Background: an optimization exercise with open tools, aiming at small area. Do not read the settings as production practice. In this exercise RTL edits were held to simulation tests only and were not proved equivalent to the original. Power figures rest on the tool's default switching activity, not on a simulated workload.

$ cat config.mk
export PLATFORM = sky130hd
export DESIGN_NAME = ehourglass
export DESIGN_NICKNAME = ehourglass
export VERILOG_FILES = /design/flow/design.v
export SDC_FILE = /design/flow/constraint.sdc
export NUM_CORES = 4
export LEC_CHECK = 0
export CAP_MARGIN = 20
export CORE_MARGIN = 2
export CORE_UTILIZATION = 40
export SLEW_MARGIN = 20
$ cat constraint.sdc
create_clock -name core_clock -period 10.0 [get_ports {clk}]
set_input_delay 2.0000 -clock core_clock [delete_from_list [all_inputs] [get_ports {clk}]]
set_output_delay 2.0000 -clock core_clock [all_outputs]
set_load 0.01 [all_outputs]
$ cat design.v
module divide(clk,rst,sw,clkout_1khz,tick_1khz,tick_1hz,tick_out);
input clk,rst; 
input [1:0] sw; 
output reg clkout_1khz; 
output tick_1khz; 
output tick_1hz; 
output tick_out; 
reg clkout_half_hz,clkout_1hz,clkout_2hz,clkout_4hz,clkout_d;
reg clkout;
reg [6:0] cnt1;
reg [8:0] cnt;
always @(sw or clkout_half_hz or clkout_1hz or clkout_2hz or clkout_4hz) 
begin
	case(sw)
	 2'b00:clkout = clkout_half_hz;
	 2'b01:clkout = clkout_1hz;
	 2'b10:clkout = clkout_2hz;
	 default:clkout = clkout_4hz;
	endcase
end
assign tick_1khz = (cnt == 500) & ~clkout_1khz;
wire   tick_4hz  = tick_1khz & (cnt1 == 125) & ~clkout_4hz;
wire   tick_2hz  = tick_4hz & ~clkout_2hz;
assign tick_1hz  = tick_2hz & ~clkout_1hz;
assign tick_out  = clkout & ~clkout_d;
always @(posedge clk or posedge rst) 
begin
	if(rst) begin cnt <= 0; clkout_1khz <= 0; end
	else begin
	if(cnt == 500) begin clkout_1khz <= ~clkout_1khz;cnt <= 0;end
	else cnt <= cnt + 1;
	end
end
always @(posedge clk or posedge rst) 
begin
	if(rst) begin cnt1 <= 0; clkout_4hz <= 0; end
	else if (tick_1khz) begin
	if(cnt1 == 125) begin clkout_4hz <= ~clkout_4hz;cnt1 <= 0;end
	else cnt1 <= cnt1 + 1;
	end
end
always @(posedge clk or posedge rst) 
begin
	if(rst) clkout_2hz <= 0;
	else if (tick_4hz) clkout_2hz <= ~clkout_2hz;
end
always @(posedge clk or posedge rst) 
begin
	if(rst) clkout_1hz <= 0;
	else if (tick_2hz) clkout_1hz <= ~clkout_1hz;
end
always @(posedge clk or posedge rst) 
begin
	if(rst) clkout_half_hz <= 0;
	else if (tick_1hz) clkout_half_hz <= ~clkout_half_hz;
end
always @(posedge clk or posedge rst) 
begin
	if(rst) clkout_d <= 0;
	else clkout_d <= clkout;
end
endmodule
module counter (clk,rst,inc,tens,ones);
input clk,rst,inc;
output reg [2:0] tens;
output reg [3:0] ones;
always @(posedge clk or posedge rst)
	if (rst) begin
		tens <= 0;
		ones <= 0;
	end
	else if (inc) begin
		if (tens == 6) begin tens <= 0; ones <= 0; end
		else if (ones == 9) begin tens <= tens + 1'b1; ones <= 0; end
		else ones <= ones + 1'b1;
	end
endmodule
module seg_led (tens,ones,sel,seg_led);
input [2:0] tens;
input [3:0] ones;
input sel;
output [8:0] seg_led;
function [7:0] seg; 
input [3:0] n;
begin
	case (n)
	4'd0: seg = 8'b11111100;
	4'd1: seg = 8'b01100000;
	4'd2: seg = 8'b11011010;
	4'd3: seg = 8'b11110010;
	4'd4: seg = 8'b01100110;
	4'd5: seg = 8'b10110110;
	4'd6: seg = 8'b10111110;
	4'd7: seg = 8'b11100100;
	4'd8: seg = 8'b11111110;
	4'd9: seg = 8'b11110110;
	default: seg = 8'b00000000;
	endcase
end
endfunction
assign seg_led = {1'b0, seg(sel ? {1'b0,tens} : ones)};
endmodule
module debounce (clk,rst,key,key_pulse);
parameter   N = 1;  
input             clk;
input             rst;
input   [N-1:0]   key;          
output  [N-1:0]   key_pulse;    
reg     [N-1:0]   key_rst_pre;   
reg     [N-1:0]   key_rst;       
wire    [N-1:0]   key_edge;    
always @(posedge clk  or  posedge rst)
begin
  if (rst) begin
	   key_rst <= {N{1'b1}};
	   key_rst_pre <= {N{1'b1}};
  end
  else begin
	   key_rst <= key;
	   key_rst_pre <= key_rst;
  end    
end
assign  key_edge = key_rst_pre & (~key_rst);
reg	[16:0]	  cnt;
always @(posedge clk or posedge rst)
begin
	if(rst)
	 cnt <= 0;
	else if(key_edge)
	 cnt <= 0;
	else
	 cnt <= cnt + 1'h1;
end  
  reg     [N-1:0]   key_sec_pre;
  reg     [N-1:0]   key_sec;                    
always @(posedge clk  or  posedge rst)
begin
	if (rst) 
	  key_sec <= {N{1'b1}};                
	else begin
	if (cnt==16'h4e20)
	  key_sec <= key;
	else if (key_edge)
	  key_sec <= {N{1'b1}};
	end
end
always @(posedge clk  or  posedge rst)
begin
 if (rst)
	  key_sec_pre <= {N{1'b1}};
 else                   
	  key_sec_pre <= key_sec;             
end 
assign  key_pulse = key_sec_pre & (~key_sec);     
endmodule	
module led_matrix (clk,rst,shift,side,sw1,r_col,g_col,row);
input clk,rst;
input shift;    
input side;     
input sw1;
output reg [7:0] r_col,g_col,row;
reg [2:0] row_cnt;
reg valid;
reg pend, dir;
reg [3:0] nl, nr;    
always @(posedge clk or posedge rst)
	if (rst) begin
		row_cnt <= 0;
		valid <= 0;
		pend <= 0;
	end
	else begin
		row_cnt <= row_cnt + 1'b1;
		valid <= 1'b1;
		pend <= shift;
	end
always @(posedge clk)
	dir <= sw1;
always @(posedge clk or posedge rst)
	if (rst) begin
		nl <= 0;
		nr <= 0;
	end
	else if (pend) begin
		if (side) begin
			if (dir) begin if (nl != 10) nl <= nl + 1'b1; end
			else begin if (nl != 0) nl <= nl - 1'b1; end
		end
		else begin
			if (dir) begin if (nr != 10) nr <= nr + 1'b1; end
			else begin if (nr != 0) nr <= nr - 1'b1; end
		end
	end
wire [9:0] row_l, row_r;
genvar i;
generate for (i = 0; i < 10; i = i + 1) begin : th
	assign row_l[i] = (nl <= i);
	assign row_r[i] = (nr <= 9 - i);
end endgenerate
always @(*) begin
	if (!valid) begin
		row = 8'b1111_1111; r_col = 8'b0; g_col = 8'b0;
	end
	else case (row_cnt)
	3'b000: begin
			row=8'b1111_1110;
			r_col = {row_l[3:0],row_r[9:6]};
			g_col = {~row_l[3:0],~row_r[9:6]};
			  end
	3'b001: begin
			row=8'b1111_1101;
			r_col = {1'b0,row_l[6:4],row_r[5:3],1'b0};
			g_col = {1'b0,~row_l[6:4],~row_r[5:3],1'b0};
			  end
	3'b010: begin
			row=8'b1111_1011;
			r_col = {2'b00,row_l[8:7],row_r[2:1],2'b00};
			g_col = {2'b00,~row_l[8:7],~row_r[2:1],2'b00};
			  end
	3'b011: begin
			row=8'b1111_0111;
			r_col = {3'b000,row_l[9],row_r[0],3'b000};
			g_col = {3'b000,~row_l[9],~row_r[0],3'b000};
			  end
	3'b100: begin
			row=8'b1110_1111;
			r_col = {3'b000,~row_l[9],~row_r[0],3'b000};
			g_col = {3'b000,row_l[9],row_r[0],3'b000};
			  end
	3'b101: begin
			row=8'b1101_1111;
			r_col = {2'b00,~row_l[8:7],~row_r[2:1],2'b00};
			g_col = {2'b00,row_l[8:7],row_r[2:1],2'b00};
			  end
	3'b110: begin
			row=8'b1011_1111;
			r_col = {1'b0,~row_l[6:4],~row_r[5:3],1'b0};
			g_col = {1'b0,row_l[6:4],row_r[5:3],1'b0};
			  end
	default: begin
			row=8'b0111_1111;
			r_col = {~row_l[3:0],~row_r[9:6]};
			g_col = {row_l[3:0],row_r[9:6]};
			  end
	endcase
end
endmodule
module lcd(clk,tick,clk_LCD,rst,en,RS,RW,data,stop,speed);
input      clk;       
input      tick;      
input      clk_LCD;   
input       rst,stop;
input [1:0] speed;    
output    en,RS,RW;
output   reg [7:0]  data;
assign  RW = 1'b0;
assign  en = clk_LCD;
reg [1:0] speed_pre,speed_now; 
reg stop_now,stop_pre;
always @(posedge clk)
begin
	if (tick) begin
	speed_now <= speed;
	speed_pre <= speed_now;
	stop_now <= stop;
	stop_pre <= stop_now;
	end
end
wire pulse = (speed_now==speed_pre)? 1'b0:1'b1;
reg [3:0] st;
always @(posedge clk or posedge rst)
	if (rst) st <= 4'd0;
	else if (tick) begin
		if (st == 4'd13) begin if (pulse) st <= 4'd1; end
		else if (st == 4'd0) st <= 4'd2;
		else st <= st + 1'b1;
	end
assign RS = (st >= 4'd6) && (st <= 4'd12);
always @(*)
	case (st)
	4'd0: data = 8'h00;
	4'd2: data = 8'h01;
	4'd3: data = 8'h38;
	4'd4: data = 8'h0c;
	4'd5: data = 8'h06;
	4'd6: data = stop_pre ? 8'h57 : 8'h53;
	4'd7: data = stop_pre ? 8'h65 : 8'h50;
	4'd8: data = stop_pre ? 8'h7c : 8'h45;
	4'd9: data = stop_pre ? 8'h63 : 8'h45;
	4'd10: data = stop_pre ? 8'h6f : 8'h44;
	4'd11: data = stop_pre ? 8'h6d : 8'h3a;
	4'd12: data = stop_pre ? 8'h65 : {6'b001100, speed_pre} + 8'h01;
	default: data = 8'hc2;
	endcase
endmodule
module music(beep,clk,rst,tick);
input clk,tick,rst;
output reg beep;
reg [10:0] count;
reg [3:0] seconds;
reg [10:0] count_end;
always @(*)
	case (seconds)
	4'd0,4'd1,4'd2: count_end = 11'd1517;
	4'd3,4'd9: count_end = 11'd1275;
	4'd4,4'd5,4'd6: count_end = 11'd851;
	4'd7,4'd8: count_end = 11'd956;
	default: count_end = 11'd1432;
	endcase
wire playing = (seconds != 4'd12);
always @(posedge clk or posedge rst)
if (rst) begin count <= 0;beep <= 0;end
else begin
	if (playing) begin
		if (count == count_end) begin
		count <= 0;
		beep <= ~beep;
		end
		else count <= count + 1'b1;
	end
	else beep <= 0;
end
always @(posedge clk or posedge rst)
if (rst) seconds <= 0;
else if (tick && playing) seconds <= seconds + 1'b1;
endmodule
module ehourglass(sw1,btn0,rst,clk,speed,beep,r_col,g_col,row,seg_led,seg_led_d,
				lcd_rs,lcd_rw,lcd_e,d);
input sw1,btn0,rst,clk; 
input [1:0]speed; 
output  lcd_rs,lcd_rw,lcd_e; 
output  [7:0] d;
output beep;
output [7:0]r_col,g_col,row; 
output [8:0]seg_led; 
output [7:0]seg_led_d;
wire clk_1khz; 
wire tick_1khz,tick_1hz,tick_out; 
wire btn0_pulse;
reg stop;
reg cnt_matrix; 
reg sec_inc; 
reg sel; 
wire [2:0] tens;
wire [3:0] ones;
assign seg_led_d={6'b111111,sel,~sel};
always @(posedge clk or posedge rst)
begin
if (rst) begin
	stop <= 0;
	cnt_matrix <= 0;
	sec_inc <= 0;
	sel <= 0;
end
else begin
	if (btn0_pulse) stop <= ~stop;
	if (tick_out & ~stop) cnt_matrix <= ~cnt_matrix;
	sec_inc <= tick_1hz & ~stop;
	sel <= ~sel;
end
end
divide  d1(
			.clk(clk),
			.rst(rst),
			.sw(speed),
			.clkout_1khz(clk_1khz),
			.tick_1khz(tick_1khz),
			.tick_1hz(tick_1hz),
			.tick_out(tick_out)
			);
counter ct(
			.clk(clk),
			.rst(rst),
			.inc(sec_inc),
			.tens(tens),
			.ones(ones)
			);
seg_led s1(
			.tens(tens),
			.ones(ones),
			.sel(sel),
			.seg_led(seg_led)
			);
debounce de1(
			  .clk(clk),
			  .rst(rst),
			  .key(btn0),
			  .key_pulse(btn0_pulse)
				);
led_matrix l1(
			  .clk(clk),
			  .rst(rst),
			  .shift(tick_out & ~stop),
			  .side(cnt_matrix),
			  .sw1(sw1),
			  .r_col(r_col),
			  .g_col(g_col),
			  .row(row)
			    );
lcd 	lcd1(
			  .clk(clk),
			  .tick(tick_1khz),
			  .clk_LCD(clk_1khz),
			  .speed(speed),
			  .rst(rst),
			  .stop(stop),
			  .data(d),
			  .RS(lcd_rs),
			  .RW(lcd_rw),
			  .en(lcd_e)
				);
music m1(
			.clk(clk),
			.tick(tick_out),
			.rst(rst),
			.beep(beep)
			);
endmodule
$ cat run.sh
#!/bin/bash
# synth_recipe.tcl (not shown) runs the flow's synth.tcl, then flattens the netlist and writes it again
# the make line also repeats each setting of config.mk as NAME=value (left out here)
make -C /OpenROAD-flow-scripts/flow DESIGN_CONFIG=/design/flow/config.mk WORK_HOME=/design/flow/orfs CLKGATE_MAP_FILE= SYNTH_SCRIPT=/design/flow/synth_recipe.tcl finish
==> flow_summary.json, run 1 <==
{
  "status": "complete, no violations",
  "port-buffer-count": 49,
  "critPathMaxStageDelay_ps": 590,
  "synth.most_common_cell": "dfrtp_1",
  "nNetsFinal": 805,
  "synth-seq-cells": 94,
  "cp_slowest_cell": "nor2_1",
  "p_per_area_mw_per_mm2": 111.1,
  "syn_to_final_growth_pct": 13.92,
  "synth_cells": 733,
  "h-tree-depth": 3,
  "cts.sinks": 94,
  "chipHeight_microns": 128.5,
  "fin_crit_sh_pct": 53.31,
  "start_util_pct": 40.80,
  "rsz0062_at_grt": "false",
  "hold_viol": 0,
  "dp_hpwl_microns": 9208,
  "hold-path-endpoint": "de1.key_rst_pre$_DFF_PP1_",
  "drtIter0Drc": 347,
  "grt_pass1_wl_microns": 21540,
  "synth_cell_types": 66,
  "diodes": 0,
  "dieWidth_microns": 128.5,
  "worstPathCellList": "inv_1, ha_1, or3_1, nor2_1, nor2_1, o221ai_1, and3_1, clkdlybuf4s50_1",
  "clock_skew_ps": 7.757,
  "synth-edff-count": 6,
  "hold_depth": 0,
  "totalWireLength_microns": 12730,
  "fin_crit_ps": 5331,
  "synth_async_sr_flop_share_pct": 92.55,
  "max_freq_mhz": 187.6,
  "fin_setup_tns_ps": 0,
  "tightest_slew_ps": 854.2,
  "cts.clk_slew.worst_paths_ps": 70,
  "gp_congestion": 0.8593,
  "vias": 5164,
  "wire_per_inst_microns": 13.35,
  "drive_above_1_share_pct": 4.706,
  "die-area_sq_mm": 0.01652,
  "synthFlopType": "dfrtp_1",
  "core-area_sq_mm": 0.01520,
  "synth_top_area_share_pct": 33.49,
  "ant_nets": 0,
  "post_cts_resized": 0,
  "crit-reg2reg-launch": "m1.seconds[0]$_DFFE_PP0P_",
  "clk_path_buf_depth": 2,
  "worst_setup_path_end_kind": "primary output",
  "drcViolationCount": 0,
  "grt_pass1_vias": 4680,
  "ir_drop_uv": 82.15,
  "detail_route.vias_per_cell": 5.419,
  "placed_cell_area_sq_mm": 0.006765,
  "overflow": 0,
  "syn-cell-area_sq_mm": 0.006202,
  "yosysSeqAreaShare_pct": 38.41,
  "antenna_found_initial": 0,
  "cts_root_buf": "clkbuf_16",
  "relSlewSlack_pct": 43.05,
  "cts_setup_buffers": 0,
  "r2r_cells": 9,
  "worst_path_most_repeated_cell": "nor2_1",
  "cp_max_fo": 12,
  "setup_violations": 0,
  "yosysTopAreaCell": "dfrtp_1",
  "fp-row-count": 45,
  "final_area_sq_mm": 0.007066,
  "synth.area.top_cells": "dfrtp_1 33%, ha_1 7.9%, nor2_1 5.0%",
  "arrival_ps": 3330,
  "maxCapViolCount": 0,
  "grt_max_degree": 68,
  "holdCritStartpoint": "de1.key_rst$_DFF_PP1_",
  "r2r-end": "m1.count[7]$_DFFE_PP0N_",
  "cp-start-kind": "flip-flop",
  "synthTopCellsByCount": "83 x dfrtp_1, 82 x nor2_1, 81 x nand2_1",
  "r2r_setup_slack_ps": 7400,
  "hold_buffers": 0,
  "power.leakage_nw": 3.105,
  "pin_count": 59,
  "drt_pre_antenna_iters": 5,
  "cts_buffers": 9,
  "path_class": "reg2out",
  "maxSlewViolCount": 0,
  "hp-class": "reg2reg",
  "clock_latency_ps": 340,
  "track_usage_pct": 15.73,
  "yosys_warnings": 8,
  "cts_tree": "built",
  "postSynthAreaPerCell_sq_um": 8.461,
  "worstPathRequired_ps": 8000
}
-- per-stage QoR --
step           total power, W  setup WS [ps]  hold slack [ps]  instances  utilization, %
3_5_place_dp        0.0004496           5083            367.3        937           44.50
6_report            0.0007847           4669            369.4        953           46.48
2_1_floorplan       0.0004368           5756            354.1        741               -
3_3_place_gp        0.0004478           5181            355.9        937           44.49
5_1_grt             0.0008200           4455            381.4        953           46.48
4_1_cts             0.0007985           4697            377.3        953           46.48
-- critical path: cells and delay by family, from the launching register on --
kind                       cells  cell delay [ps]
adders and majority gates      1              350
AOI/OAI and AO/OA              1              210
buffers and inverters          2              630
DFF                            1              420
and+or+nand+nor                4             1380
-- state kept, by name (all words and copies together) (netlist names), 2 cells and up --
name	count
de1.cnt	17
m1.count	11
d1.cnt	9
d1.cnt1	7
ct.ones	4
l1.nl	4
l1.nr	4
lcd1.st	4
m1.seconds	4
ct.tens	3
l1.row_cnt	3
lcd1.speed_now	2
lcd1.speed_pre	2
-- power by group --
| group | switching (W) | leakage (nW) | internal (W) |
|---|---|---|---|
| registers | 0.0000127 | 1.22 | 0.000393 |
| clock network | 0.000142 | 0.139 | 0.000202 |
| logic | 0.0000203 | 1.74 | 0.0000156 |
| total | 0.000175 | 3.10 | 0.000610 |
-- how the worst max path moves through the flow --
stage | from | to | slack (ps)
global route | l1.row_cnt[2]$_DFF_PP0_ | r_col[1] | 4450
CTS | l1.row_cnt[0]$_DFF_PP0_ | r_col[1] | 4700
detailed placement | l1.row_cnt[0]$_DFF_PP0_ | r_col[6] | 5080
global placement | l1.row_cnt[0]$_DFF_PP0_ | r_col[6] | 5180
finish | l1.row_cnt[0]$_DFF_PP0_ | r_col[6] | 4670
floorplan | rst | cnt_matrix$_DFFE_PP0P_ | 5760
-- kinds of logic after synthesis --
logic type	Yosys count	share of synthesized area (%)
compound gates	168	16.00
mux	14	2.502
fa+ha+maj	39	7.868
buf+inv	79	5.547
other cells	2	0.1211
simple gates	293	23.34
xor+xnor	44	6.213
flops	94	38.41
-- per-layer routing --
layer  vias to the layer above  GRT usage, %  part of all wire (%)
li1                       2593             -                     -
met3                        14         2.162                   3.3
met1                      2448         21.45                    49
met2                       109         25.97                    47
met4                         0         5.179                   1.2
met5                         -             0                     0
-- final cells by class --
| type | instances | area, sq um |
|---|---|---|
| multi-input cells | 568 | 3508 |
| fillers | 1477 | 8137 |
| clock buffers | 12 | 246.5 |
| repair buffers | 50 | 498.0 |
| clock inverters | 4 | 53.80 |
| flip-flops and latches | 94 | 2382 |
| well taps | 188 | 235.2 |
| inverters | 37 | 141.4 |
-- cell usage in the layout (no fill, tap or decap), types with 4 or more instances in the layout --
cell type | Yosys | final
dfrtp_1 | 83 | 83
nor2_1 | 82 | 82
nand2_1 | 81 | 81
o21ai_0 | 61 | 61
clkdlybuf4s50_1 | 0 | 49
a21oi_1 | 45 | 45
ha_1 | 39 | 39
inv_1 | 36 | 35
xor2_1 | 25 | 25
nand3_1 | 24 | 24
xnor2_1 | 19 | 19
nand4_1 | 17 | 17
nand2b_1 | 14 | 14
a31oi_1 | 14 | 14
nor3_1 | 14 | 14
mux2i_1 | 11 | 11
or3_1 | 10 | 10
conb_1 | 2 | 10
and3_1 | 9 | 9
clkbuf_16 | 0 | 9
nor2b_1 | 9 | 8
o211ai_1 | 8 | 8
o31ai_1 | 7 | 7
o22ai_1 | 6 | 6
edfxtp_1 | 6 | 6
nor3b_1 | 5 | 5
a22oi_1 | 5 | 5
nor4_1 | 4 | 4
dfstp_2 | 4 | 4
==> inputs of run 2 (changes only) <==
--- a/design.v
+++ b/design.v
@@ -9,4 +9,6 @@
 reg clkout;
-reg [6:0] cnt1;
 reg [8:0] cnt;
+reg [6:0] cnt1;
+wire cnt_last  = (cnt[7:0] == 8'h21);
+wire cnt1_last = (cnt1[5:0] == 6'h00);
 always @(sw or clkout_half_hz or clkout_1hz or clkout_2hz or clkout_4hz) 
@@ -20,4 +22,4 @@
 end
-assign tick_1khz = (cnt == 500) & ~clkout_1khz;
-wire   tick_4hz  = tick_1khz & (cnt1 == 125) & ~clkout_4hz;
+assign tick_1khz = cnt_last & ~clkout_1khz;
+wire   tick_4hz  = tick_1khz & cnt1_last & ~clkout_4hz;
 wire   tick_2hz  = tick_4hz & ~clkout_2hz;
@@ -27,6 +29,6 @@
 begin
-	if(rst) begin cnt <= 0; clkout_1khz <= 0; end
+	if(rst) begin cnt <= 9'h042; clkout_1khz <= 0; end
 	else begin
-	if(cnt == 500) begin clkout_1khz <= ~clkout_1khz;cnt <= 0;end
-	else cnt <= cnt + 1;
+	cnt <= {cnt[7:0], cnt[8] ^ cnt[3] ^ cnt_last};
+	if(cnt_last) clkout_1khz <= ~clkout_1khz;
 	end
@@ -35,6 +37,6 @@
 begin
-	if(rst) begin cnt1 <= 0; clkout_4hz <= 0; end
+	if(rst) begin cnt1 <= 7'h01; clkout_4hz <= 0; end
 	else if (tick_1khz) begin
-	if(cnt1 == 125) begin clkout_4hz <= ~clkout_4hz;cnt1 <= 0;end
-	else cnt1 <= cnt1 + 1;
+	cnt1 <= {cnt1[5:0], ~(cnt1[6] ^ cnt1[5]) ^ cnt1_last};
+	if(cnt1_last) clkout_4hz <= ~clkout_4hz;
 	end
@@ -131,3 +133,3 @@
 	else
-	 cnt <= cnt + 1'h1;
+	 cnt <= {cnt[15:0], cnt[16] ^ cnt[13] ^ (cnt[15:0] == 16'h0)};
 end  
@@ -140,3 +142,3 @@
 	else begin
-	if (cnt==16'h4e20)
+	if (cnt==17'h19921)
 	  key_sec <= key;
@@ -178,2 +180,4 @@
 	dir <= sw1;
+wire [3:0] cur = side ? nl : nr;
+wire [3:0] nxt = dir ? ((cur == 4'd10) ? cur : cur + 1'b1) : ((cur == 4'd0) ? cur : cur - 1'b1);
 always @(posedge clk or posedge rst)
@@ -184,63 +188,24 @@
 	else if (pend) begin
-		if (side) begin
-			if (dir) begin if (nl != 10) nl <= nl + 1'b1; end
-			else begin if (nl != 0) nl <= nl - 1'b1; end
-		end
-		else begin
-			if (dir) begin if (nr != 10) nr <= nr + 1'b1; end
-			else begin if (nr != 0) nr <= nr - 1'b1; end
-		end
+		if (side) nl <= nxt;
+		else nr <= nxt;
 	end
-wire [9:0] row_l, row_r;
+wire [9:0] L, R;
 genvar i;
 generate for (i = 0; i < 10; i = i + 1) begin : th
-	assign row_l[i] = (nl <= i);
-	assign row_r[i] = (nr <= 9 - i);
+	assign L[i] = (nl <= i);
+	assign R[i] = (nr <= 9 - i);
 end endgenerate
+wire p = row_cnt[2];
+wire [1:0] j = row_cnt[1:0] ^ {2{p}};
+reg [7:0] raw, mask;
+always @(*) case (j)
+  2'd0: begin raw = {L[3:0],R[9:6]}; mask = 8'b11111111; end
+  2'd1: begin raw = {1'b0,L[6:4],R[5:3],1'b0}; mask = 8'b01111110; end
+  2'd2: begin raw = {2'b0,L[8:7],R[2:1],2'b0}; mask = 8'b00111100; end
+  default: begin raw = {3'b0,L[9],R[0],3'b0}; mask = 8'b00011000; end
+endcase
 always @(*) begin
-	if (!valid) begin
-		row = 8'b1111_1111; r_col = 8'b0; g_col = 8'b0;
-	end
-	else case (row_cnt)
-	3'b000: begin
-			row=8'b1111_1110;
-			r_col = {row_l[3:0],row_r[9:6]};
-			g_col = {~row_l[3:0],~row_r[9:6]};
-			  end
-	3'b001: begin
-			row=8'b1111_1101;
-			r_col = {1'b0,row_l[6:4],row_r[5:3],1'b0};
-			g_col = {1'b0,~row_l[6:4],~row_r[5:3],1'b0};
-			  end
-	3'b010: begin
-			row=8'b1111_1011;
-			r_col = {2'b00,row_l[8:7],row_r[2:1],2'b00};
-			g_col = {2'b00,~row_l[8:7],~row_r[2:1],2'b00};
-			  end
-	3'b011: begin
-			row=8'b1111_0111;
-			r_col = {3'b000,row_l[9],row_r[0],3'b000};
-			g_col = {3'b000,~row_l[9],~row_r[0],3'b000};
-			  end
-	3'b100: begin
-			row=8'b1110_1111;
-			r_col = {3'b000,~row_l[9],~row_r[0],3'b000};
-			g_col = {3'b000,row_l[9],row_r[0],3'b000};
-			  end
-	3'b101: begin
-			row=8'b1101_1111;
-			r_col = {2'b00,~row_l[8:7],~row_r[2:1],2'b00};
-			g_col = {2'b00,row_l[8:7],row_r[2:1],2'b00};
-			  end
-	3'b110: begin
-			row=8'b1011_1111;
-			r_col = {1'b0,~row_l[6:4],~row_r[5:3],1'b0};
-			g_col = {1'b0,row_l[6:4],row_r[5:3],1'b0};
-			  end
-	default: begin
-			row=8'b0111_1111;
-			r_col = {~row_l[3:0],~row_r[9:6]};
-			g_col = {row_l[3:0],row_r[9:6]};
-			  end
-	endcase
+  r_col = {8{valid}} & mask & (raw ^ {8{p}});
+  g_col = {8{valid}} & mask & ~(raw ^ {8{p}});
+  row = valid ? ~(8'd1 << row_cnt) : 8'hff;
 end
@@ -303,7 +268,7 @@
 	case (seconds)
-	4'd0,4'd1,4'd2: count_end = 11'd1517;
-	4'd3,4'd9: count_end = 11'd1275;
-	4'd4,4'd5,4'd6: count_end = 11'd851;
-	4'd7,4'd8: count_end = 11'd956;
-	default: count_end = 11'd1432;
+	4'd0,4'd1,4'd2: count_end = 11'd1565;  
+	4'd3,4'd9: count_end = 11'd212;  
+	4'd4,4'd5,4'd6: count_end = 11'd1276;  
+	4'd7,4'd8: count_end = 11'd1056;  
+	default: count_end = 11'd1353;  
 	endcase
@@ -318,3 +283,3 @@
 		end
-		else count <= count + 1'b1;
+		else count <= {count[9:0], count[10] ^ count[8] ^ (count[9:0] == 10'h0)};
 	end
==> run 2 against run 1 <==
Still clean on timing, DRC and antenna. Setup slack better by 290 ps. Clock power about the same. Sequential cell count unchanged. Non-clock buffer count unchanged. Critical path type unchanged. Sequential power down 2%. Routed wire length down 16%. Critical endpoint is now g_col[3]. Global-route usage down 0.58 points.
==> flow_summary.json, run 2 <==
{
  "status": "complete, no violations",
  "synth-edff-count": 6,
  "gp_congestion": 0.8465,
  "synth.most_common_cell": "dfrtp_1",
  "yosys_warnings": 8,
  "cts_root_buf": "clkbuf_16",
  "p_per_area_mw_per_mm2": 121.7,
  "cts_buffers": 9,
  "track_usage_pct": 15.15,
  "synth-seq-cells": 94,
  "path_class": "reg2out",
  "cts.sinks": 94,
  "clock_skew_ps": 6.590,
  "drt_pre_antenna_iters": 5,
  "synth_async_sr_flop_share_pct": 92.55,
  "mostFrequentLayoutCells": "80 x dfrtp_1, 72 x nand2_1, 49 x clkdlybuf4s50_1",
  "grt_max_degree": 88,
  "hold_viol": 0,
  "synth_top_area_share_pct": 36.54,
  "grtUsageMet2_pct": 24.51,
  "overflow": 0,
  "wire_per_inst_microns": 13.26,
  "tightest_slew_ps": 775.2,
  "busiest_layer": "met2",
  "dp_hpwl_microns": 7490,
  "synthTopCellsByCount": "80 x dfrtp_1, 72 x nand2_1, 39 x nor2_1",
  "power.leakage_nw": 2.808,
  "setup_violations": 0,
  "top_register": "de1.cnt",
  "fp-row-count": 42,
  "totalWireLength_microns": 10660,
  "worst_setup_path_end_kind": "primary output",
  "h-tree-depth": 3,
  "cp_max_fo": 22,
  "start_util_pct": 41.21,
  "drtIter0Drc": 297,
  "pin_count": 59,
  "reg_top3": "de1.cnt x17, m1.count x11, d1.cnt x9",
  "max_freq_mhz": 198.4,
  "layout.cells.non_filler": 804,
  "nNetsFinal": 655,
  "antenna_found_initial": 0,
  "fin_setup_tns_ps": 0,
  "synth.area.top_cells": "dfrtp_1 37%, ha_1 5.9%, nand2_1 4.9%",
  "crit_buf_inv": 1,
  "synth_cells": 589,
  "critPathMaxStageDelay_ps": 800,
  "worstPathCellList": "nand3_1, a211o_1, or2_0, a21oi_2, xnor2_1, and2_1, clkdlybuf4s50_1",
  "layout_commonest_cell": "dfrtp_1",
  "cp-start-kind": "flip-flop",
  "cts_tree": "built",
  "yosysTopAreaCell": "dfrtp_1",
  "arrival_ps": 3040,
  "postSynthAreaPerCell_sq_um": 9.302,
  "crit_family": "flip-flops",
  "dieWidth_microns": 121.0,
  "cp_slowest_cell": "dfrtp_1",
  "ant_nets": 0,
  "cts.clk_slew.worst_paths_ps": 70,
  "post_cts_resized": 0,
  "fin_crit_ps": 5040,
  "core-area_sq_mm": 0.01330,
  "hold_buffers": 0,
  "rsz0062_at_grt": "false",
  "clk_path_buf_depth": 2,
  "chipHeight_microns": 121.0,
  "nFillCells": 1200,
  "diodes": 0,
  "ir_drop_uv": 69.54,
  "syn_to_final_growth_pct": 16.17,
  "cts_setup_buffers": 0,
  "port-buffer-count": 49,
  "largest_register_ffs": 17,
  "maxSlewViolCount": 0,
  "maxCapViolCount": 0,
  "placed_cells": 788,
  "grt_pass1_wl_microns": 18420,
  "met3_usage_pct": 2.632,
  "yosysSeqAreaShare_pct": 43.55,
  "drive_above_1_share_pct": 9.395,
  "relSlewSlack_pct": 48.32,
  "fin_crit_sh_pct": 50.40,
  "synth_cell_types": 70,
  "grt_use_met1_pct": 20.57,
  "worstPathRequired_ps": 8000,
  "detail_route.vias_per_cell": 5.292,
  "grt_pass1_vias": 3974,
  "die-area_sq_mm": 0.01465,
  "vias": 4255,
  "clock_latency_ps": 340,
  "drcViolationCount": 0,
  "synthFlopType": "dfrtp_1",
  "hp-class": "reg2reg",
  "syn-cell-area_sq_mm": 0.005479
}
run 2: changes by cell type in the layout (fill, tap and decap cells not counted), sizes merged, moves of 13 or more:
cell / previous run / this run
nor2: 82 / 40
a21oi: 45 / 31
nand4: 17 / 4
and2: 3 / 31
o21ai: 61 / 38
ha: 39 / 26
xor2: 25 / 5
mux2: 2 / 15
inv: 36 / 23
run 2: cell type report:
type | instances | area (sq um) | share of cell area [%]
clock buffer | 10 | 229.0 | 3.597
sequential | 94 | 2386 | 37.49
tap | 176 | 220.2 | 3.460
inverter | 22 | 83.83 | 1.317
multi-input combinational | 446 | 2869 | 45.08
timing repair buffer | 50 | 501.7 | 7.883
clock inverter | 6 | 75.07 | 1.179
run 2: metrics by stage:
stage / hold slack (ps) / setup WS, ps / utilization [%] / power [W] / cell area [sq um]
after CTS: 364.9 / 4946 / 47.84 / 0.0007880 / 6361
after detailed placement: 355.5 / 5326 / 45.56 / 0.0004385 / 6057
after global placement: 353.5 / 5349 / 45.56 / 0.0004375 / 6057
after floorplan: 347.2 / 5761 / - / 0.0004294 / 5509
final: 362.5 / 4960 / 47.87 / 0.0007746 / 6365
after global routing: 370.1 / 4724 / 47.87 / 0.0008091 / 6365
run 2: metal layers:
layer,up-vias,share of wire (%)
li1,2114,-
met4,0,1.3
met5,-,0
met3,12,3.7
met1,2044,48
met2,85,47
run 2: kinds of logic after synthesis:
kind of cell             count (synthesis)  synth area share [%]
AND/OR/NAND/NOR                        229                 21.24
AO/OA/AOI/OAI                          135                 15.92
flip-flops                              94                 43.55
buffers and inverters                   57                 4.636
adder cells (fa/ha/maj)                 26                 5.937
XOR/XNOR                                23                 3.814
multiplexers                            23                 4.773
other                                    2                0.1371
run 2: final timing paths:
kind | cells after the start | endpoint | start | slack, ps
worst min-delay path | 0 | de1.key_rst_pre$_DFF_PP1_ | de1.key_rst$_DFF_PP1_ | 360
max in group asynchronous | 3 | m1.count[3]$_DFFE_PP0N_ | rst | 7280
min in group asynchronous | 3 | sel$_DFF_PP0_ | rst | 2170
worst max-delay path | 7 | g_col[3] | l1.row_cnt[2]$_DFF_PP0_ | 4960
worst max register to register | 6 | d1.clkout_half_hz$_DFFE_PP0P_ | d1.cnt[3]$_DFF_PP0_ | 7430
worst min register to register | 0 | de1.key_rst_pre$_DFF_PP1_ | de1.key_rst$_DFF_PP1_ | 360
run 2: worst register-to-register path, cell delays in order (launching register included):
cell	delay [ps]
dfrtp_1	410
nor4b_1	430
and3b_1	650
nand3b_1	190
or2_4	290
or3_4	360
xnor2_2	140
run 2: power by group:
group | leakage (nW) | switching, W | internal (W)
clock | 0.146 | 0.000146 | 0.000198
sequential | 1.21 | 0.00000511 | 0.000391
combinational | 1.45 | 0.0000191 | 0.0000148
total | 2.81 | 0.000171 | 0.000604
==> inputs of run 3 (changes only) <==
--- a/config.mk
+++ b/config.mk
@@ -9,3 +9,4 @@
 export CORE_MARGIN = 2
-export CORE_UTILIZATION = 40
+export CORE_UTILIZATION = 55
+export CTS_BUF_LIST = sky130_fd_sc_hd__clkbuf_4 sky130_fd_sc_hd__clkbuf_8
 export SLEW_MARGIN = 20
==> run 3 against run 2 <==
Still clean. Sequential share of layout area rose by 1.1 points. First-iteration DRC count fell by 46%. Via count rose by 1.5%. Die area fell by 26%. Sequential cell count did not move. Largest cell class unchanged. Critical path type unchanged.
==> flow_summary.json, run 3 <==
{
  "status": "complete, no violations",
  "grtUsageMet2_pct": 32.89,
  "p_per_area_mw_per_mm2": 106.8,
  "fin_setup_tns_ps": 0,
  "hold_viol": 0,
  "worstPathCellList": "or3_4, a211o_1, or2_0, a21oi_2, xnor2_1, and2_1, clkdlybuf4s50_1",
  "pin_count": 59,
  "crit_family": "simple AND/OR/NAND/NOR gates",
  "cp-endpoint": "g_col[3]",
  "synth-edff-count": 6,
  "synth-seq-cells": 94,
  "die-area_sq_mm": 0.01078,
  "chipHeight_microns": 103.8,
  "worst_setup_path_end_kind": "primary output",
  "fin_crit_ps": 5051,
  "cp_slowest_cell": "dfrtp_1",
  "postSynthAreaPerCell_sq_um": 9.302,
  "start_util_pct": 56.31,
  "grt_use_met1_pct": 27.23,
  "track_usage_pct": 20.15,
  "grt_max_degree": 88,
  "synth.area.top_cells": "dfrtp_1 37%, ha_1 5.9%, nand2_1 4.9%",
  "power.leakage_nw": 2.756,
  "dp_hpwl_microns": 7440,
  "startpoint": "l1.row_cnt[2]$_DFF_PP0_",
  "cp-start-kind": "flip-flop",
  "cp_max_fo": 22,
  "crit-reg2reg-launch": "d1.cnt[4]$_DFF_PP0_",
  "ir_drop_uv": 97.08,
  "synth_compound_area_share_pct": 15.92,
  "maxCapViolCount": 0,
  "r2r_cells": 6,
  "h-tree-depth": 3,
  "reg_top3": "de1.cnt x17, m1.count x11, d1.cnt x9",
  "synth_cells": 589,
  "layout_commonest_cell": "dfrtp_1",
  "port-buffer-count": 49,
  "ant_nets": 0,
  "synth_adder_area_share_pct": 5.937,
  "dieWidth_microns": 103.8,
  "synth_xor_area_share_pct": 3.814,
  "top_register": "de1.cnt",
  "clock_skew_ps": 4.796,
  "clk_path_buf_depth": 2,
  "drtIter0Drc": 159,
  "met3_usage_pct": 3.335,
  "path_class": "reg2out",
  "synthMuxAreaShare_pct": 4.773,
  "cts.sinks": 94,
  "final_util_pct": 63.62,
  "max_freq_mhz": 198.0,
  "r2r-end": "d1.clkout_half_hz$_DFFE_PP0P_",
  "syn_to_final_growth_pct": 12.97,
  "syn-cell-area_sq_mm": 0.005479,
  "synth.most_common_cell": "dfrtp_1",
  "crit_buf_inv": 1,
  "gp_congestion": 0.8340,
  "drive_above_1_share_pct": 9.554,
  "yosysSeqAreaShare_pct": 43.55,
  "hp-class": "reg2reg",
  "cts_buffers": 9,
  "diodes": 0,
  "clock_latency_ps": 360,
  "cts_tree": "built",
  "synth_cell_types": 70,
  "synth_async_sr_flop_share_pct": 92.55,
  "maxSlewViolCount": 0,
  "synthSimpleGateAreaFrac_pct": 21.24,
  "largest_register_ffs": 17,
  "nFillCells": 850,
  "cts.clk_slew.worst_paths_ps": 90,
  "yosys_warnings": 8,
  "worstPathRequired_ps": 8000,
  "wire_per_inst_microns": 13.83,
  "setup_violations": 0,
  "post_cts_resized": 0,
  "busiest_layer": "met2",
  "rsz0062_at_grt": "false",
  "tightest_slew_ps": 750.6,
  "core-area_sq_mm": 0.009729,
  "vias": 4319,
  "r2r_setup_slack_ps": 7470,
  "synthTopCellsByCount": "80 x dfrtp_1, 72 x nand2_1, 39 x nor2_1",
  "mostFrequentLayoutCells": "80 x dfrtp_1, 72 x nand2_1, 49 x clkdlybuf4s50_1",
  "relSlewSlack_pct": 49.96,
  "cts_root_buf": "clkbuf_8",
  "synthFlopType": "dfrtp_1",
  "overflow": 0,
  "drt_pre_antenna_iters": 4,
  "fp-row-count": 36,
  "cts_setup_buffers": 0,
  "crit_cells": 7,
  "detail_route.vias_per_cell": 5.675,
  "yosysTopAreaCell": "dfrtp_1",
  "hold_depth": 0,
  "totalWireLength_microns": 10520,
  "drcViolationCount": 0,
  "arrival_ps": 3050,
  "synth_top_area_share_pct": 36.54,
  "nNetsFinal": 655,
  "grt_pass1_vias": 3857,
  "synth_top_family_by_area": "simple AND/OR/NAND/NOR gates",
  "fin_crit_sh_pct": 50.51,
  "hold_ws_ps": 365.5,
  "hold_buffers": 0,
  "antenna_found_initial": 0,
  "grt_pass1_wl_microns": 18110,
  "critPathMaxStageDelay_ps": 640
}
run 3: cell counts after synthesis:
No cell type changed its count.
run 3: final cells by class:
cell class | instances | area, sq um | area share, %
multi-input cells | 446 | 2869 | 46.35
clock inverters | 4 | 30.03 | 0.4851
repair buffers | 50 | 501.7 | 8.106
inverters | 22 | 83.83 | 1.354
flip-flops and latches | 94 | 2386 | 38.55
well taps | 133 | 166.4 | 2.689
clock buffers | 12 | 152.6 | 2.466
run 3: layer usage:
layer | wire length [microns] | part of all wire (%)
met4 | 161 | 1.5
met2 | 5081 | 48
met5 | 0 | 0
met3 | 491 | 4.7
met1 | 4787 | 45
run 3: worst reg2reg max path, delay by kind of cell (launching register included):
| family | cells | cell delay (ps) |
|---|---|---|
| and+or+nand+nor | 5 | 1910 |
| DFF | 1 | 390 |
| xor gates and xnor gates | 1 | 140 |
run 3: cell families (layout without fill, tap and decap cells):
| group | Yosys count | in the layout |
|---|---|---|
| muxes | 23 | 23 |
| and+or+nand+nor | 229 | 229 |
| adders and majority gates | 26 | 26 |
| AOI/OAI and AO/OA | 135 | 135 |
| other | 2 | 10 |
| buffers and inverters | 57 | 88 |
| xor gates and xnor gates | 23 | 23 |
| DFF | 94 | 94 |
run 3: worst min path at each step:
| stage | start | endpoint | slack (ps) |
|---|---|---|---|
| 4_1_cts | de1.key_rst$_DFF_PP1_ | de1.key_rst_pre$_DFF_PP1_ | 370 |
| 3_3_place_gp | de1.key_rst$_DFF_PP1_ | de1.key_rst_pre$_DFF_PP1_ | 350 |
| 5_1_grt | de1.key_rst$_DFF_PP1_ | de1.key_rst_pre$_DFF_PP1_ | 370 |
| 6_report | de1.key_rst$_DFF_PP1_ | de1.key_rst_pre$_DFF_PP1_ | 370 |
| 3_5_place_dp | de1.key_rst$_DFF_PP1_ | de1.key_rst_pre$_DFF_PP1_ | 350 |
| 2_1_floorplan | d1.cnt[0]$_DFF_PP0_ | d1.cnt[1]$_DFF_PP1_ | 350 |
run 3: through the flow:
| step | cell area, sq um | setup slack, ps | cells | total power (W) |
|---|---|---|---|---|
| floorplan | 5509 | 5761 | 597 | 0.0004294 |
| global placement | 6003 | 5395 | 745 | 0.0004378 |
| detailed placement | 6003 | 5340 | 745 | 0.0004386 |
| CTS | 6186 | 4933 | 761 | 0.0006698 |
| global route | 6190 | 4736 | 761 | 0.0006886 |
| finish | 6190 | 4949 | 761 | 0.0006609 |
run 3: power breakdown:
part | switching (W) | total, W | leakage (nW) | internal [W]
clock | 0.000127 | 0.000231 | 0.0938 | 0.000104
combinational | 0.0000189 | 0.0000337 | 1.45 | 0.0000148
sequential | 0.00000557 | 0.000397 | 1.21 | 0.000391
total | 0.000151 | 0.000661 | 2.76 | 0.000510
==> inputs of run 4 (changes only) <==
==> flow/run.sh (new file) <==
#!/bin/bash
# Own layout flow: the standard flow (standard.sh) with an area-oriented
# ABC script in synthesis, cells sized down after floorplan, small port
# buffers and a clock tree of small buffers without dummy loads.
set -euo pipefail
W=$(pwd)
export AREA_ABC_SCRIPT=$W/flow/area.script
export FLOW_SYNTH_TCL=$W/synth_recipe.tcl
bash standard.sh \
  SYNTH_SCRIPT=$W/flow/synth_area.tcl \
  POST_FLOORPLAN_TCL=$W/flow/post_floorplan.tcl \
  "BUFFER_PORTS_ARGS=-buffer_cell sky130_fd_sc_hd__buf_1" \
  "CTS_ARGS=-sink_clustering_enable -repair_clock_nets -dont_use_dummy_load -buf_list {sky130_fd_sc_hd__clkbuf_4 sky130_fd_sc_hd__clkbuf_8}" \
  finish > $W/flow_make.log 2>&1
==> flow/area.script (new file) <==
strash
dc2
balance
rewrite -l
refactor -l
balance
rewrite -l
rewrite -z -l
dch -f
amap
topo
==> flow/post_floorplan.tcl (new file) <==
# Timing is far from critical at this clock period: size cells down to
# recover the area that the synthesis's buffering and upsizing spent.
repair_timing -recover_power 100 -setup_margin 0.5
==> flow/synth_area.tcl (new file) <==
# The standard synthesis (synth_recipe.tcl), with ABC's mapping script
# replaced by an area-oriented one. Registers are mapped by dfflibmap before
# ABC runs, so they come out the same as in the standard synthesis.
proc abc {args} {
  set i [lsearch -exact $args -script]
  if {$i >= 0} { lset args [expr {$i + 1}] $::env(AREA_ABC_SCRIPT) }
  yosys abc {*}$args
}
source $::env(FLOW_SYNTH_TCL)
==> standard.sh (new file) <==
#!/bin/bash
# synth_recipe.tcl (not shown) runs the flow's synth.tcl, then flattens the netlist and writes it again
# the make line also repeats each setting of config.mk as NAME=value (left out here)
make -C /OpenROAD-flow-scripts/flow DESIGN_CONFIG=/design/flow/config.mk WORK_HOME=/design/flow/orfs CLKGATE_MAP_FILE= SYNTH_SCRIPT=/design/flow/synth_recipe.tcl "${@:-finish}"
--- a/config.mk
+++ b/config.mk
@@ -10,3 +10,2 @@
 export CORE_UTILIZATION = 55
-export CTS_BUF_LIST = sky130_fd_sc_hd__clkbuf_4 sky130_fd_sc_hd__clkbuf_8
 export SLEW_MARGIN = 20
removed: run.sh
==> run 4 against run 3 <==
Non-clock buffer count unchanged. Cell area fell by 13%. Clock skew grew 37 ps. Synthesized cell count decreased by 1.4%. Register-to-register slack got worse by 1000 ps. Area after synthesis fell by 9.2%. First-iteration DRC count fell by 1.3%. Maximum frequency decreased by 2.7%. Largest cell class is now registers.
==> flow_summary.json, run 4 <==
{
  "clock_latency_ps": 350,
  "r2r_cells": 12,
  "placed_cell_area_sq_mm": 0.005258,
  "grt_use_met1_pct": 25.82,
  "ir_drop_uv": 159.2,
  "rsz0062_at_grt": "false",
  "synth_cells": 581,
  "r2r_setup_slack_ps": 6450,
  "fin_crit_sh_pct": 51.93,
  "synth.most_common_cell": "nor2_1",
  "synth_xor_area_share_pct": 0.3521,
  "post_cts_resized": 0,
  "reg_top3": "de1.cnt x17, m1.count x11, d1.cnt x9",
  "start_util_pct": 56.77,
  "hp-class": "reg2reg",
  "cts_setup_buffers": 0,
  "mostFrequentLayoutCells": "123 x nor2_1, 82 x clkinv_1, 80 x dfrtp_1",
  "cts.clk_slew.worst_paths_ps": 80,
  "synth_adder_area_share_pct": 6.539,
  "maxSlewViolCount": 0,
  "yosysSeqAreaShare_pct": 47.96,
  "synth_top_family_by_area": "simple AND/OR/NAND/NOR gates",
  "r2r-end": "d1.clkout_half_hz$_DFFE_PP0P_",
  "pin_count": 59,
  "die-area_sq_mm": 0.009822,
  "drtIter0Drc": 157,
  "crit-reg2reg-launch": "d1.cnt[3]$_DFF_PP0_",
  "gp_congestion": 0.8946,
  "syn-cell-area_sq_mm": 0.004975,
  "fin_setup_tns_ps": 0,
  "postSynthAreaPerCell_sq_um": 8.562,
  "largest_register_ffs": 17,
  "dp_hpwl_microns": 6867,
  "drive_above_1_share_pct": 2.978,
  "synthTopCellsByCount": "123 x nor2_1, 83 x clkinv_1, 80 x dfrtp_1",
  "track_usage_pct": 19.29,
  "cts_root_buf": "clkbuf_8",
  "synth-seq-cells": 94,
  "tightest_slew_ps": 970.5,
  "fp-row-count": 34,
  "antenna_found_initial": 0,
  "h-tree-depth": 3,
  "cp-endpoint": "r_col[4]",
  "worstPathRequired_ps": 8000,
  "detail_route.vias_per_cell": 5.432,
  "cts.sinks": 94,
  "setup_violations": 0,
  "syn_to_final_growth_pct": 8.300,
  "nNetsFinal": 672,
  "cts_tree": "built",
  "busiest_layer": "met2",
  "clock_skew_ps": 41.59,
  "synthFlopType": "dfrtp_1",
  "overflow": 0,
  "status": "complete, no violations",
  "top_register": "de1.cnt",
  "wire_per_inst_microns": 12.29,
  "grt_pass1_vias": 3737,
  "dieWidth_microns": 99.11,
  "core-area_sq_mm": 0.008763,
  "max_freq_mhz": 192.6,
  "diodes": 0,
  "met3_usage_pct": 2.670,
  "cts_buffers": 9,
  "p_total_w": 0.001020,
  "synth_compound_area_share_pct": 16.32,
  "synth-edff-count": 6,
  "vias": 4052,
  "grt_pass1_wl_microns": 15870,
  "totalWireLength_microns": 9167,
  "arrival_ps": 3190,
  "ant_nets": 0,
  "cp-start-kind": "flip-flop",
  "yosys_warnings": 8,
  "synthSimpleGateAreaFrac_pct": 20.90,
  "grtUsageMet2_pct": 33.21,
  "synth_cell_types": 45,
  "worst_setup_path_end_kind": "primary output",
  "chipHeight_microns": 99.11,
  "drt_pre_antenna_iters": 4,
  "final_area_sq_mm": 0.005388,
  "drcViolationCount": 0,
  "hold_buffers": 0,
  "p_per_area_mw_per_mm2": 189.4,
  "clk_path_buf_depth": 2,
  "port-buffer-count": 49,
  "yosysTopAreaCell": "dfrtp_1",
  "path_class": "reg2out",
  "startpoint": "l1.row_cnt[2]$_DFF_PP0_",
  "synthMuxAreaShare_pct": 0,
  "fin_crit_ps": 5193,
  "layout_commonest_cell": "nor2_1",
  "synth.area.top_cells": "dfrtp_1 40%, nor2_1 9.3%, ha_1 6.5%",
  "synth_async_sr_flop_share_pct": 92.55,
  "grt_max_degree": 88,
  "cp_max_fo": 16,
  "power.leakage_nw": 2.343,
  "relSlewSlack_pct": 35.06,
  "synth_top_area_share_pct": 40.24,
  "holdCritStartpoint": "de1.key_sec$_DFFE_PP1P_",
  "maxCapViolCount": 0,
  "hold_viol": 0
}
## run 4: cell families after synthesis
logic type | Yosys count
xor+xnor | 2
buf+inv | 93
fa+ha+maj | 26
other cells | 2
compound gates | 127
flops | 94
simple gates | 237
## run 4: how the worst min path moves through the flow
stage	endpoint	slack [ps]	depth (start not counted)
after CTS	de1.key_rst_pre$_DFF_PP1_	370	0
final	de1.key_sec_pre$_DFF_PP1_	380	0
after floorplan	d1.cnt[1]$_DFF_PP1_	350	0
after global placement	d1.cnt[1]$_DFF_PP1_	360	0
after global routing	de1.key_rst_pre$_DFF_PP1_	380	0
after detailed placement	d1.cnt[1]$_DFF_PP1_	350	0
## run 4: layout make-up
type	count	area (sq um)
inverters	83	312.8
fillers	773	3376
flip-flops and latches	94	2386
repair buffers	50	195.2
clock buffers	9	123.9
multi-input cells	402	2235
well taps	108	135.1
## run 4: where the power goes
group / total (W) / internal [W] / switching [W]
Combinational: 0.000338 / 0.000126 / 0.000211
Sequential: 0.000494 / 0.000439 / 0.0000558
Clock: 0.000188 / 0.0000809 / 0.000107
## run 4: per-layer routing
metal / part of all wire [%] / vias up
li1: - / 2087
met1: 48 / 1874
met2: 48 / 81
met3: 3.8 / 10
met4: 0.95 / 0
met5: 0 / -
## run 4: stage by stage
stage	util (%)	setup slack [ps]	hold WS, ps	cells
global route	61.48	4465	383.3	746
finish	61.48	4807	376.2	746
CTS	61.41	4796	373.0	746
floorplan	-	5619	346.8	589
global placement	59.99	5278	356.9	737
detailed placement	59.99	5182	352.0	737
## run 4: worst max-delay path, cell delays in order (launching register included)
cell      delay, ps
dfrtp_1         550
clkinv_1        290
o22ai_1         190
nor2_1          240
clkinv_1        140
nor3_1          410
clkinv_1        160
o32ai_1         370
nor2_1           70
a21oi_1         160
nor2b_1         150
buf_1           150
==> inputs of run 5 (changes only) <==
--- a/design.v
+++ b/design.v
@@ -157,3 +157,3 @@
 endmodule	
-module led_matrix (clk,rst,shift,side,sw1,r_col,g_col,row);
+module led_matrix (clk,rst,shift,side,sw1,r_col,g_col,row,phase);
 input clk,rst;
@@ -163,3 +163,5 @@
 output reg [7:0] r_col,g_col,row;
+output phase;   
 reg [2:0] row_cnt;
+assign phase = row_cnt[0];
 reg valid;
@@ -181,3 +183,4 @@
 wire [3:0] cur = side ? nl : nr;
-wire [3:0] nxt = dir ? ((cur == 4'd10) ? cur : cur + 1'b1) : ((cur == 4'd0) ? cur : cur - 1'b1);
+wire lim = dir ? (cur == 4'd10) : (cur == 4'd0);
+wire [3:0] nxt = cur + {~dir, ~dir, ~dir, 1'b1};
 always @(posedge clk or posedge rst)
@@ -187,3 +190,3 @@
 	end
-	else if (pend) begin
+	else if (pend & ~lim) begin
 		if (side) nl <= nxt;
@@ -234,25 +237,53 @@
 wire pulse = (speed_now==speed_pre)? 1'b0:1'b1;
+localparam [3:0] CLR0 = 4'd0;
+localparam [3:0] CLR1 = 4'd1;
+localparam [3:0] SDM = 4'd2;
+localparam [3:0] DON = 4'd3;
+localparam [3:0] SHD = 4'd4;
+localparam [3:0] W0 = 4'd5;
+localparam [3:0] W1 = 4'd6;
+localparam [3:0] W2 = 4'd7;
+localparam [3:0] W3 = 4'd8;
+localparam [3:0] W4 = 4'd9;
+localparam [3:0] W5 = 4'd10;
+localparam [3:0] W6 = 4'd11;
+localparam [3:0] W7 = 4'd12;
+localparam [3:0] IDLE = 4'd13;
 reg [3:0] st;
+reg [3:0] st_next;
+always @(*)
+	case (st)
+	CLR0, CLR1: st_next = SDM;
+	SDM: st_next = DON;
+	DON: st_next = SHD;
+	SHD: st_next = W0;
+	W0: st_next = W1;
+	W1: st_next = W2;
+	W2: st_next = W3;
+	W3: st_next = W4;
+	W4: st_next = W5;
+	W5: st_next = W6;
+	W6: st_next = W7;
+	W7: st_next = IDLE;
+	IDLE: st_next = pulse ? CLR1 : IDLE;
+	default: st_next = CLR0;
+	endcase
 always @(posedge clk or posedge rst)
-	if (rst) st <= 4'd0;
-	else if (tick) begin
-		if (st == 4'd13) begin if (pulse) st <= 4'd1; end
-		else if (st == 4'd0) st <= 4'd2;
-		else st <= st + 1'b1;
-	end
-assign RS = (st >= 4'd6) && (st <= 4'd12);
+	if (rst) st <= CLR0;
+	else if (tick) st <= st_next;
+assign RS = (st == W1) | (st == W2) | (st == W3) | (st == W4) | (st == W5) | (st == W6) | (st == W7);
 always @(*)
 	case (st)
-	4'd0: data = 8'h00;
-	4'd2: data = 8'h01;
-	4'd3: data = 8'h38;
-	4'd4: data = 8'h0c;
-	4'd5: data = 8'h06;
-	4'd6: data = stop_pre ? 8'h57 : 8'h53;
-	4'd7: data = stop_pre ? 8'h65 : 8'h50;
-	4'd8: data = stop_pre ? 8'h7c : 8'h45;
-	4'd9: data = stop_pre ? 8'h63 : 8'h45;
-	4'd10: data = stop_pre ? 8'h6f : 8'h44;
-	4'd11: data = stop_pre ? 8'h6d : 8'h3a;
-	4'd12: data = stop_pre ? 8'h65 : {6'b001100, speed_pre} + 8'h01;
+	CLR0: data = 8'h00;
+	SDM: data = 8'h01;
+	DON: data = 8'h38;
+	SHD: data = 8'h0c;
+	W0: data = 8'h06;
+	W1: data = stop_pre ? 8'h57 : 8'h53;
+	W2: data = stop_pre ? 8'h65 : 8'h50;
+	W3: data = stop_pre ? 8'h7c : 8'h45;
+	W4: data = stop_pre ? 8'h63 : 8'h45;
+	W5: data = stop_pre ? 8'h6f : 8'h44;
+	W6: data = stop_pre ? 8'h6d : 8'h3a;
+	W7: data = stop_pre ? 8'h65 : {6'b001100, speed_pre} + 8'h01;
 	default: data = 8'hc2;
@@ -307,3 +338,3 @@
 reg sec_inc; 
-reg sel; 
+wire sel; 
 wire [2:0] tens;
@@ -317,3 +348,2 @@
 	sec_inc <= 0;
-	sel <= 0;
 end
@@ -323,3 +353,2 @@
 	sec_inc <= tick_1hz & ~stop;
-	sel <= ~sel;
 end
@@ -362,3 +391,4 @@
 			  .g_col(g_col),
-			  .row(row)
+			  .row(row),
+			  .phase(sel)
 			    );
--- a/flow/run.sh
+++ b/flow/run.sh
@@ -12,3 +12,3 @@
   "BUFFER_PORTS_ARGS=-buffer_cell sky130_fd_sc_hd__buf_1" \
-  "CTS_ARGS=-sink_clustering_enable -repair_clock_nets -dont_use_dummy_load -buf_list {sky130_fd_sc_hd__clkbuf_4 sky130_fd_sc_hd__clkbuf_8}" \
+  "CTS_ARGS=-sink_clustering_enable -repair_clock_nets -dont_use_dummy_load -buf_list {sky130_fd_sc_hd__clkbuf_16} -sink_clustering_size 30 -sink_clustering_max_diameter 200" \
   finish > $W/flow_make.log 2>&1
==> flow/area.script (replaced) <==
strash
&get -n
&deepsyn -T 30
&put
dch -f
amap
topo
==> run 5 against run 4 <==
First-iteration DRC count is 15% lower. Critical endpoint unchanged. Largest power group unchanged. Combinational power hardly changed. Final cell count is 6.6% lower. Total power is 9.0% higher. Still clean. Worst hold slack worse by 16 ps. Critical path type unchanged. Sequential share of layout area is 0.82 points higher.
==> flow_summary.json, run 5 <==
{
  "placed_cells": 688,
  "tightest_slew_ps": 766.3,
  "critPathMaxStageDelay_ps": 510,
  "intPower_w": 0.0007255,
  "h-tree-depth": 3,
  "port-buffer-count": 49,
  "cts_setup_buffers": 0,
  "holdCritStartpoint": "de1.key_sec$_DFFE_PP1P_",
  "die-area_sq_mm": 0.009331,
  "p_per_area_mw_per_mm2": 212.5,
  "p_seq_share_pct": 44.6,
  "track_usage_pct": 20.57,
  "yosys_warnings": 8,
  "synthFlopType": "dfrtp_1",
  "cts.sinks": 93,
  "pwr-share-clk_pct": 25.1,
  "pin_count": 59,
  "cts_tree": "built",
  "mostFrequentLayoutCells": "98 x nor2_1, 81 x clkinv_1, 79 x dfrtp_1",
  "cts_buffers": 9,
  "dieWidth_microns": 96.60,
  "start_util_pct": 57.11,
  "place_ws_ps": 5658,
  "hp-class": "reg2reg",
  "fp-row-count": 33,
  "hold_buffers": 0,
  "grt_max_degree": 87,
  "post_cts_resized": 0,
  "fin_setup_tns_ps": 0,
  "ir_drop_uv": 123.1,
  "cts_root_buf": "clkbuf_16",
  "synth-edff-count": 6,
  "maxSlewViolCount": 0,
  "maxCapViolCount": 0,
  "grt_pass1_wl_microns": 15120,
  "synth_cell_types": 42,
  "top_register": "de1.cnt",
  "largest_register_ffs": 17,
  "layout.cells.non_filler": 697,
  "p_total_w": 0.001112,
  "drtIter0Drc": 134,
  "nNetsFinal": 622,
  "power.leakage_nw": 2.245,
  "worstPathRequired_ps": 8000,
  "synth_top_area_share_pct": 41.92,
  "crit_family": "compound AO/OA/AOI/OAI gates",
  "p_sw_share_pct": 34.76,
  "diodes": 0,
  "reg_top3": "de1.cnt x17, m1.count x11, d1.cnt x9",
  "chipHeight_microns": 96.60,
  "synth-seq-cells": 93,
  "clock_skew_ps": 22.50,
  "ant_nets": 0,
  "synth_async_sr_flop_share_pct": 92.47,
  "gp_congestion": 0.8293,
  "overflow": 0,
  "pwr-share-comb_pct": 30.3,
  "setup_violations": 0,
  "postSynthAreaPerCell_sq_um": 8.831,
  "drive_above_1_share_pct": 3.378,
  "wire_per_inst_microns": 12.59,
  "clk_path_buf_depth": 2,
  "status": "complete, no violations",
  "p_switching_w": 0.0003866,
  "detail_route.vias_per_cell": 5.482,
  "path_class": "reg2out",
  "synth_cells": 534,
  "grt_pass1_vias": 3516,
  "cp_slowest_cell": "o22ai_1",
  "arrival_ps": 2750,
  "fin_crit_sh_pct": 47.46,
  "worst_setup_path_end_kind": "primary output",
  "totalWireLength_microns": 8777,
  "crit-reg2reg-launch": "m1.seconds[0]$_DFFE_PP0P_",
  "syn-cell-area_sq_mm": 0.004716,
  "drcViolationCount": 0,
  "core-area_sq_mm": 0.008258,
  "clock_latency_ps": 340,
  "rsz0062_at_grt": "false",
  "synth.most_common_cell": "nor2_1",
  "fin_crit_ps": 4746,
  "vias": 3821,
  "setup_slack_ps": 5254,
  "worstPathCellList": "clkinv_1, o22ai_1, or2_0, a21oi_1, a32oi_1, clkinv_1, o22ai_1, nor2_1, buf_1",
  "startpoint": "l1.row_cnt[2]$_DFF_PP0_",
  "antenna_found_initial": 0,
  "cts.clk_slew.worst_paths_ps": 60,
  "dp_hpwl_microns": 6456,
  "crit_buf_inv": 3,
  "yosysSeqAreaShare_pct": 50.07,
  "hold_viol": 0,
  "synthTopCellsByCount": "98 x nor2_1, 82 x clkinv_1, 79 x dfrtp_1",
  "yosysTopAreaCell": "dfrtp_1",
  "relSlewSlack_pct": 48.92,
  "cp-start-kind": "flip-flop",
  "drt_pre_antenna_iters": 4,
  "max_freq_mhz": 210.7,
  "layout_commonest_cell": "nor2_1",
  "syn_to_final_growth_pct": 10.98,
  "cp_max_fo": 9,
  "synth.area.top_cells": "dfrtp_1 42%, nor2_1 7.8%, clkinv_1 6.5%"
}
## run 5: cell count changes after synthesis, sizes merged, moves of 3 or more
cell   change
a31oi      -4
and3       -5
ha         -5
nand2      -5
nor2      -25
nor3      -10
o21ai      +8
or2        +3
## run 5: worst paths after layout
kind                       cells after the start  slack, ps                   endpoint
max reg2reg                                   10       7220    m1.count[5]$_DFFE_PP0N_
min                                            0        360  de1.key_sec_pre$_DFF_PP1_
max in group asynchronous                      3       7610    m1.count[5]$_DFFE_PP0N_
max                                            9       5250                   r_col[4]
min reg2reg                                    0        360  de1.key_sec_pre$_DFF_PP1_
min in group asynchronous                      3       1820        m1.beep$_DFFE_PP0P_
## run 5: worst reg2reg max path, stage by stage (launching register included)
cell       delay [ps]
dfrtp_1           430
ha_1              240
nor2_1            220
o22ai_1           170
o31ai_1           220
o2111ai_1         140
nor4_1            510
nor2_1            190
clkinv_1          240
nand3_1           150
o22ai_1           180
## run 5: logic make-up after synthesis
logic type,after synthesis,synth area share [%]
other cells,2,0.1593
buf+inv,92,8.119
simple gates,194,18.07
xor+xnor,1,0.1858
fa+ha+maj,22,5.996
flops,93,50.07
compound gates,130,17.41
## run 5: layer usage
metal  GRT usage, %  up-vias  wire [microns]
li1               -     1929               -
met1          27.63     1776            4131
met2          33.80      101            4100
met3          3.336       15             390
met4          7.746        0             155
met5              0        -               0
## run 5: power groups by stage
stage	clock network, W	logic (W)	registers, W
2_1_floorplan	0	0.000269	0.000488
3_3_place_gp	0	0.000328	0.000502
3_5_place_dp	0	0.000336	0.000502
4_1_cts	0.000288	0.000338	0.000496
5_1_grt	0.000301	0.000395	0.000506
6_report	0.000279	0.000337	0.000496
## run 5: layout make-up
type	instances	area (sq um)
clock buffers	9	225.2
fillers	702	3024
inverters	82	309.0
multi-input cells	357	2004
flip-flops and latches	93	2361
well taps	105	131.4
repair buffers	51	202.7
## run 5: through the flow
| step | instance area, sq um | util (%) | hold WS, ps |
|---|---|---|---|
| after floorplan | 4746 | - | 347.2 |
| after global placement | 5002 | 60.58 | 355.0 |
| after detailed placement | 5002 | 60.58 | 355.6 |
| after CTS | 5228 | 63.30 | 362.9 |
| after global routing | 5234 | 63.38 | 366.9 |
| final | 5234 | 63.38 | 359.8 |

-- static timing again, ports no longer ideal --
How much do the figures lean on ideal ports? The routed layouts below were timed once more, with nothing changed but the port constraints. Step 1 (the two cells are an assumption about what drives the block):
set clk [get_ports {clk}]
set_driving_cell -lib_cell sky130_fd_sc_hd__clkbuf_16 $clk
set_driving_cell -lib_cell sky130_fd_sc_hd__buf_2 [delete_from_list [all_inputs] $clk]
Step 2 times the ports against the registers' clock, not the clock port: input delays grow and output delays shrink by t, the midpoint of the rising clock arrivals with the driver on. a / b / c = ideal ports / drivers / drivers and shift; a / b = the first two.
| run | t, ns | slack for setup (ns) | hold slack, ns | cell pins on the clock port's net |
|---|---|---|---|---|
| run 1 | 0.372 | 4.669 / 4.634 / 5.006 | 0.369 / 0.369 / 0.369 | 1 |
| run 2 | 0.371 | 4.960 / 4.923 / 5.294 | 0.363 / 0.363 / 0.363 | 1 |
| run 3 | 0.388 | 4.949 / 4.917 / 5.305 | 0.365 / 0.365 / 0.365 | 1 |
| run 4 | 0.365 | 4.807 / 4.775 / 5.140 | 0.376 / 0.376 / 0.376 | 1 |
| run 5 | 0.368 | 5.254 / 5.215 / 5.584 | 0.360 / 0.360 / 0.360 | 1 |
After both steps every run listed still meets setup and hold.
